This is an optimization exercise on Yosys and OpenROAD, whose aim is small area, a short achievable clock period and few clock cycles per item, not a production implementation. Function was not checked in any run shown here: the RTL went through the layout flow alone. Power figures rest on the tool's default switching activity, not on a simulated workload.

## flow/design.v (module list and top-level ports; edited modules follow where they fit)
// module systolic_matrix_mult: 2438 lines
module systolic_matrix_mult #(
    parameter DATA_WIDTH = 16,
    parameter FRAC_WIDTH = 8,
    parameter M = 4,
    parameter N = 4,
    parameter K = 4
)(
    input wire clk,
    input wire rst_n,
    input wire start,
    input wire signed [DATA_WIDTH-1:0] a_data,
    input wire [$clog2(M)-1:0] a_row,
    input wire [$clog2(K)-1:0] a_col,
    input wire a_valid,
    input wire signed [DATA_WIDTH-1:0] b_data,
    input wire [$clog2(K)-1:0] b_row,
    input wire [$clog2(N)-1:0] b_col,
    input wire b_valid,
    output reg signed [DATA_WIDTH-1:0] c_data,
    output reg [$clog2(M)-1:0] c_row,
    output reg [$clog2(N)-1:0] c_col,
    output reg c_valid,
    output reg done
);
  // ...
==> flow/flow/run.sh <==
#!/bin/bash
set -euo pipefail
margin=$(cat flow/margin.txt)
bash standard.sh SETUP_SLACK_MARGIN="$margin" finish > standard_flow.log 2>&1
==> flow/flow/margin.txt <==
6.5
==> flow/standard.sh <==
#!/bin/bash
# synth_recipe.tcl (not shown) runs the flow's synth.tcl, then flattens the netlist and writes it again
# the make line also repeats each setting of config.mk as NAME=value (left out here)
make -C /OpenROAD-flow-scripts/flow DESIGN_CONFIG=/design/flow/config.mk WORK_HOME=/design/flow/orfs CLKGATE_MAP_FILE= SYNTH_SCRIPT=/design/flow/synth_recipe.tcl "${@:-finish}"
==> flow/config.mk <==
export PLATFORM = sky130hd
export DESIGN_NAME = systolic_matrix_mult
export DESIGN_NICKNAME = systolic_matrix_mult
export VERILOG_FILES = /design/flow/design.v
export SDC_FILE = /design/flow/constraint.sdc
export NUM_CORES = 4
export LEC_CHECK = 0
export CAP_MARGIN = 20
export CORE_MARGIN = 2
export CORE_UTILIZATION = 30
export SLEW_MARGIN = 20
==> flow/constraint.sdc <==
create_clock -name core_clock -period 10.0 [get_ports {clk}]
set_input_delay 2.0000 -clock core_clock [delete_from_list [all_inputs] [get_ports {clk}]]
set_output_delay 2.0000 -clock core_clock [all_outputs]
set_load 0.01 [all_outputs]
==> qor.txt, run 1 <==
Clock network area share: 5.614%
Mapped Nets: 4,562
Fin worst setup slack: 6.064 ns
Final Max Slew Viols: 0
Synth Area in XOR/XNOR: 10.18%
# Taps: 2,175
Area Growth Syn to Fin: 15.14%
Seq power: 0.00455 W
Hold/Removal Path Class: flip-flop to flip-flop
R2r setup slk: 6.06 ns
Syn Area/Cell: 12.11 um2
WP buf/inv: 3
Leak: 21.19 nW
Cell Pwr Density: 274.9 nW/um2
Biggest Area Class: multi-input gates
Maximum vdd drop: 0.0006060 V
CP Class: flip-flop to flip-flop
Number of non-clock inverters: 381
Nets: 4,528
Non-Clock Buffer Area Fraction: 3.548%
Die Y: 408.0 um
Total Power: 0.01550 W
Outcome: no timing/DRC/antenna violations
Ratio of cells with drive above 1 in the final layout: 13.96%
DR DRC count: 0
Routed wire length per instance: 22.16 um
==> inputs of run 2 (changes only) <==
--- a/flow/design.v
+++ b/flow/design.v
@@ -2396,18 +2396,114 @@
     wire t1396 = s1246 ^ c1321;
     wire s1394 = t1396 ^ s1323;
     wire c1395 = (s1246 & c1321) | (t1396 & s1323);
     wire t1399 = s1252 ^ c1324;
     wire s1397 = t1399 ^ s1326;
     wire c1398 = (s1252 & c1324) | (t1399 & s1326);
     wire t1402 = s1258 ^ c1327;
     wire s1400 = t1402 ^ s1329;
-    wire [23:0] sum_a = {c1398, c1395, c1392, c1389, c1386, c1383, c1380, c1377, c1374, c1371, c1368, c1365, c1362, c1359, c1356, c1353, c1350, c1347, c1344, c1341, c1338, c1335, c1333, s1261};
-    wire [23:0] sum_b = {s1400, s1397, s1394, s1391, s1388, s1385, s1382, s1379, s1376, s1373, s1370, s1367, s1364, s1361, s1358, s1355, s1352, s1349, s1346, s1343, s1340, s1337, s1334, s1332};
+    reg q3_s1261;
+    always @(posedge clk) q3_s1261 <= s1261;
+    reg q3_s1332;
+    always @(posedge clk) q3_s1332 <= s1332;
+    reg q3_c1333;
+    always @(posedge clk) q3_c1333 <= c1333;
+    reg q3_s1334;
+    always @(posedge clk) q3_s1334 <= s1334;
+    reg q3_c1335;
+    always @(posedge clk) q3_c1335 <= c1335;
+    reg q3_s1337;
+    always @(posedge clk) q3_s1337 <= s1337;
+    reg q3_c1338;
+    always @(posedge clk) q3_c1338 <= c1338;
+    reg q3_s1340;
+    always @(posedge clk) q3_s1340 <= s1340;
+    reg q3_c1341;
+    always @(posedge clk) q3_c1341 <= c1341;
+    reg q3_s1343;
+    always @(posedge clk) q3_s1343 <= s1343;
+    reg q3_c1344;
+    always @(posedge clk) q3_c1344 <= c1344;
+    reg q3_s1346;
+    always @(posedge clk) q3_s1346 <= s1346;
+    reg q3_c1347;
+    always @(posedge clk) q3_c1347 <= c1347;
+    reg q3_s1349;
+    always @(posedge clk) q3_s1349 <= s1349;
+    reg q3_c1350;
+    always @(posedge clk) q3_c1350 <= c1350;
+    reg q3_s1352;
+    always @(posedge clk) q3_s1352 <= s1352;
+    reg q3_c1353;
+    always @(posedge clk) q3_c1353 <= c1353;
+    reg q3_s1355;
+    always @(posedge clk) q3_s1355 <= s1355;
+    reg q3_c1356;
+    always @(posedge clk) q3_c1356 <= c1356;
+    reg q3_s1358;
+    always @(posedge clk) q3_s1358 <= s1358;
+    reg q3_c1359;
+    always @(posedge clk) q3_c1359 <= c1359;
+    reg q3_s1361;
+    always @(posedge clk) q3_s1361 <= s1361;
+    reg q3_c1362;
+    always @(posedge clk) q3_c1362 <= c1362;
+    reg q3_s1364;
+    always @(posedge clk) q3_s1364 <= s1364;
+    reg q3_c1365;
+    always @(posedge clk) q3_c1365 <= c1365;
+    reg q3_s1367;
+    always @(posedge clk) q3_s1367 <= s1367;
+    reg q3_c1368;
+    always @(posedge clk) q3_c1368 <= c1368;
+    reg q3_s1370;
+    always @(posedge clk) q3_s1370 <= s1370;
+    reg q3_c1371;
+    always @(posedge clk) q3_c1371 <= c1371;
+    reg q3_s1373;
+    always @(posedge clk) q3_s1373 <= s1373;
+    reg q3_c1374;
+    always @(posedge clk) q3_c1374 <= c1374;
+    reg q3_s1376;
+    always @(posedge clk) q3_s1376 <= s1376;
+    reg q3_c1377;
+    always @(posedge clk) q3_c1377 <= c1377;
+    reg q3_s1379;
+    always @(posedge clk) q3_s1379 <= s1379;
+    reg q3_c1380;
+    always @(posedge clk) q3_c1380 <= c1380;
+    reg q3_s1382;
+    always @(posedge clk) q3_s1382 <= s1382;
+    reg q3_c1383;
+    always @(posedge clk) q3_c1383 <= c1383;
+    reg q3_s1385;
+    always @(posedge clk) q3_s1385 <= s1385;
+    reg q3_c1386;
+    always @(posedge clk) q3_c1386 <= c1386;
+    reg q3_s1388;
+    always @(posedge clk) q3_s1388 <= s1388;
+    reg q3_c1389;
+    always @(posedge clk) q3_c1389 <= c1389;
+    reg q3_s1391;
+    always @(posedge clk) q3_s1391 <= s1391;
+    reg q3_c1392;
+    always @(posedge clk) q3_c1392 <= c1392;
+    reg q3_s1394;
+    always @(posedge clk) q3_s1394 <= s1394;
+    reg q3_c1395;
+    always @(posedge clk) q3_c1395 <= c1395;
+    reg q3_s1397;
+    always @(posedge clk) q3_s1397 <= s1397;
+    reg q3_c1398;
+    always @(posedge clk) q3_c1398 <= c1398;
+    reg q3_s1400;
+    always @(posedge clk) q3_s1400 <= s1400;
+    wire [23:0] sum_a = {q3_c1398, q3_c1395, q3_c1392, q3_c1389, q3_c1386, q3_c1383, q3_c1380, q3_c1377, q3_c1374, q3_c1371, q3_c1368, q3_c1365, q3_c1362, q3_c1359, q3_c1356, q3_c1353, q3_c1350, q3_c1347, q3_c1344, q3_c1341, q3_c1338, q3_c1335, q3_c1333, q3_s1261};
+    wire [23:0] sum_b = {q3_s1400, q3_s1397, q3_s1394, q3_s1391, q3_s1388, q3_s1385, q3_s1382, q3_s1379, q3_s1376, q3_s1373, q3_s1370, q3_s1367, q3_s1364, q3_s1361, q3_s1358, q3_s1355, q3_s1352, q3_s1349, q3_s1346, q3_s1343, q3_s1340, q3_s1337, q3_s1334, q3_s1332};
     wire [23:0] dot = sum_a + sum_b;
     reg p1_v, p1_last;
     reg [1:0] p1_i, p1_j;
     always @(posedge clk or negedge rst_n) begin
         if (!rst_n) begin p1_v <= 1'b0; p1_last <= 1'b0; end
         else begin p1_v <= pick_v; p1_last <= pick_last; end
     end
     always @(posedge clk) begin
@@ -2417,23 +2513,32 @@
     reg [1:0] p2_i, p2_j;
     always @(posedge clk or negedge rst_n) begin
         if (!rst_n) begin p2_v <= 1'b0; p2_last <= 1'b0; end
         else begin p2_v <= p1_v; p2_last <= p1_last; end
     end
     always @(posedge clk) begin
         p2_i <= p1_i; p2_j <= p1_j;
     end
+    reg p3_v, p3_last;
+    reg [1:0] p3_i, p3_j;
+    always @(posedge clk or negedge rst_n) begin
+        if (!rst_n) begin p3_v <= 1'b0; p3_last <= 1'b0; end
+        else begin p3_v <= p2_v; p3_last <= p2_last; end
+    end
+    always @(posedge clk) begin
+        p3_i <= p2_i; p3_j <= p2_j;
+    end
     always @(posedge clk or negedge rst_n) begin
         if (!rst_n) begin
             c_valid <= 1'b0;
             done <= 1'b0;
         end else begin
-            c_valid <= p2_v;
-            done <= p2_last;
+            c_valid <= p3_v;
+            done <= p3_last;
         end
     end
     always @(posedge clk) begin
         c_data <= dot[DATA_WIDTH+FRAC_WIDTH-1:FRAC_WIDTH];
-        c_row <= p2_i;
-        c_col <= p2_j;
+        c_row <= p3_i;
+        c_col <= p3_j;
     end
 endmodule
==> flow/flow/margin.txt (replaced) <==
6.6
==> run 2 against run 1 <==
  * Synthesized cell count increased by 4.8%
  * Area after synthesis is 3.4% higher
  * Worst hold slack got worse by 0.00051 ns
  * Design area is 4.3% higher
  * Non-clock buffer count grew 55
  * Die area rose by 3.3%
  * Final cell count up 4.6%
  * Sequential share of layout area barely moved
  * Largest power group is now sequential cells
  * Highest routed layer is now met4
  * Core utilization is 0.42 points higher
  * Clock power grew 3%
  * Sequential power up 6.2%
  * Setup slack gained 0.44 ns
==> qor.txt, run 2 <==
Core Region: 167,400 um2
Internal: 0.008156 W
Worst-Skew Late Latency: 0.75 ns
Port bufs: 66
Flop pwr share: 40.6%
Area Growth Syn to Fin: 16.20%
Fin crit share: 34.97%
Switching Share: 31.56%
Clk pwr share: 30.5%
DR DRC count: 0 (unchanged)
Total global routing overflow: 0
Clk sink count: 947
Yosys warns: 3
Fin Clk Skew: 0.06790 ns
Unrepaired setup endpoints after global routing: true
Dpl hpwl: 103,400 um
Die area: 172,100 um2
Vias/cell: 5.087
IO Pins: 67
Netlist cell types: 78
Final Max Slew Viols: 0 (unchanged)
Final core utilization: 35.14%
Routed wire length per instance: 23.04 um (+4.0%)
Via count: 33,320
Clk slew on worst S/H paths: 0.06 ns
Post-synth EDFFs: 512
Row count: 150
Initial Util: 30.24%
Final Hold Viols: 0
Outcome: no timing/DRC/antenna violations
Combinational share of power: 29.0%
CTS Buffer Depth: 3
Initial antenna violation count: 2
Yosys top cell by area: edfxtp_1
Ys flop type: edfxtp_1
# setup viols final: 0
RD Place Congestion: 0.9470
Share of the synthesized area in the top cell type: 30.37%
Netlist Area Pre-Place: 50,630 um2
Ys async rst share: 5.491%
Max-cap violations: 0
Most frequent cells in the layout: 512 x edfxtp_1, 400 x a22oi_1, 392 x inv_1, 386 x xor2_1, 380 x fa_1
Post-Route WL: 150,900 um
Largest net degree at the start of global routing: 129
Final TNS setup: 0 ns
Crit end category: flip-flop
Commonest non-fill, non-tap cell in the layout: edfxtp_1
Vias in the first global route: 33,940
Fin crit period: 3.497 ns
Synth area leaders: edfxtp_1 30%, fa_1 16%, dfxtp_1 15%
Biggest registers after layout: mat_a (256), mat_b (256)
Iter 0 DRT Violations: 3,600
Syn Area/Cell: 11.95 um2 (-1.4%)
Hold/Removal Path Class: flip-flop to flip-flop
Worst slew margin: 26.19%
Number of routed nets with antenna violations: 0
Least-Margin Pin Slew: 1.104 ns
Ratio of cells with drive above 1 in the final layout: 15.17% (+1.2 points)
Die W: 414.8 um
Startpoint class of the critical path: flip-flop
Root Buffer Master: clkbuf_16
Max frequency: 0.2860 GHz
CP Class: flip-flop to flip-flop
Mapped Nets: 4,756 (+4.3%)
Seq/Total Area, Yosys: 48.08%
Top cells by count, synth: 512 x edfxtp_1, 440 x a22oi_1, 417 x fa_1
Nets: 4,780 (+5.6%)
Leak: 22.28 nW (+5.1%)
Maximum vdd drop: 0.0001408 V (-77%)
All-Layer GR Usage: 17.24%
Drt pass-1 iters: 6
H-tree depth: 3
First-pass GRT wire length: 223,500 um
Crit-path max FO: 7
Cell Pwr Density: 202.6 nW/um2 (-26%)
Count leader, synth: edfxtp_1
Req. time, crit path: 10.63 ns
CTS buffer count: 97
NetSw: 0.003760 W
Post-Synthesis Cells: 4,237
Die Y: 414.8 um (+1.7%)
CTS tree: built
FF+latch count, synth: 947
Crit path DAT: 4.13 ns
[run 2: final timing paths]
check / start / to / slack (ns) / cells past startpoint
worst min-delay path: p3_j[1] / c_col[1] / 0.32 / 0
max in group asynchronous: rst_n / b_cnt[0][2] / 8.17 / 2
min in group asynchronous: rst_n / a_cnt[3][1] / 1.38 / 2
worst max register to register: bt0_1 / q2_s1067 / 6.50 / 9
worst min register to register: p3_j[1] / c_col[1] / 0.32 / 0
worst max-delay path: bt0_1 / q2_s1067 / 6.50 / 9
[run 2: logic make-up after synthesis]
| group | Yosys count | share of synthesized area (%) |
|---|---|---|
| compound gates | 841 | 11.87 |
| xor+xnor | 567 | 9.809 |
| fa+ha+maj | 474 | 17.90 |
| buf+inv | 761 | 5.778 |
| flops | 947 | 48.08 |
| mux | 68 | 1.394 |
| simple gates | 579 | 5.173 |
[run 2: routing by layer]
metal	routed length, um	global-route usage (%)	vias up
met5	0	0	-
met4	7384	7.936	0
met3	13530	3.677	365
met2	67790	26.63	1712
met1	62170	23.10	16770
li1	-	-	14470
[run 2: power groups by stage]
stage,logic (W),clock network [W],registers [W]
after floorplan,0.00237,0,0.00485
after global placement,0.00345,0,0.00492
after detailed placement,0.00352,0,0.00493
after CTS,0.00355,0.00372,0.00484
after global routing,0.00411,0.00387,0.00488
final,0.00345,0.00363,0.00483
[run 2: per-stage QoR]
step	hold slack, ns	total power (W)	setup WS [ns]	instance area [um2]	std cells
2_1_floorplan	0.3096	0.007217	6.357	51120	4237
3_3_place_gp	0.3115	0.008371	5.548	53630	6257
3_5_place_dp	0.3121	0.008454	5.623	53630	6257
4_1_cts	0.3229	0.01211	6.396	58090	6511
5_1_grt	0.3325	0.01285	6.429	58820	6548
6_report	0.3246	0.01192	6.503	58830	6550
[run 2: layout make-up]
cell class,count,area (um2)
Antenna cell,2,5.005
Sequential cell,947,24560
Fill cell,16430,108600
Multi-Input combinational cell,2530,24050
Clock buffer,136,2764
Inverter,410,1548
Clock inverter,46,474.2
Tap cell,2204,2758
Timing Repair Buffer,275,2674
[run 2: worst max-delay path, stage by stage (launching register included)]
cell and delay, ns:
dfxtp_2 0.32, buf_12 0.14, a22oi_2 0.19, xor2_1 0.22, fa_2 0.53, fa_2 0.41, fa_1 0.47, fa_2 0.57
inv_2 0.04, fa_2 0.50
[run 2: what timing repair did]
action                                  4_1_cts  5_1_grt
hold endpoints to repair                      0        0
pin swaps                                    66       49
endpoints found under the setup margin      376      233
buffers inserted                             71       35
gates cloned                                  1        2
hold buffers                                  0        0
gates resized for setup                     260       84

## port drivers added, routing unchanged
No port has a modelled driver above. Below, the same layouts with a new extraction and two added sets of constraints. Step 1 assumes that a clkbuf_16 drives the clock port and a buf_2 every other input. Step 2, shift: input delay + t, output delay - t, t = (earliest + latest rising clock arrival at the registers) / 2. This alone moves slack from input paths to output paths. Three values: ideal, step 1, step 2; two values: the first two.
| run | shift t [ns] | setup slack, ns | worst setup path after step 2 | latest minus earliest clock arrival (ns) | worst register clock-pin slew, ns |
|---|---|---|---|---|---|
| run 1 | 0.740 | 6.064 / 6.064 / 5.866 | input to register | 0.048 / 0.048 | 0.07 / 0.07 |
| run 2 | 0.788 | 6.503 / 6.503 / 5.916 | input to register | 0.069 / 0.069 | 0.06 / 0.06 |
After both steps every run listed still meets setup and hold. For run 2, which loses most, drivers alone change the setup slack by 0.000 ns; drivers and shift together by -0.587 ns.
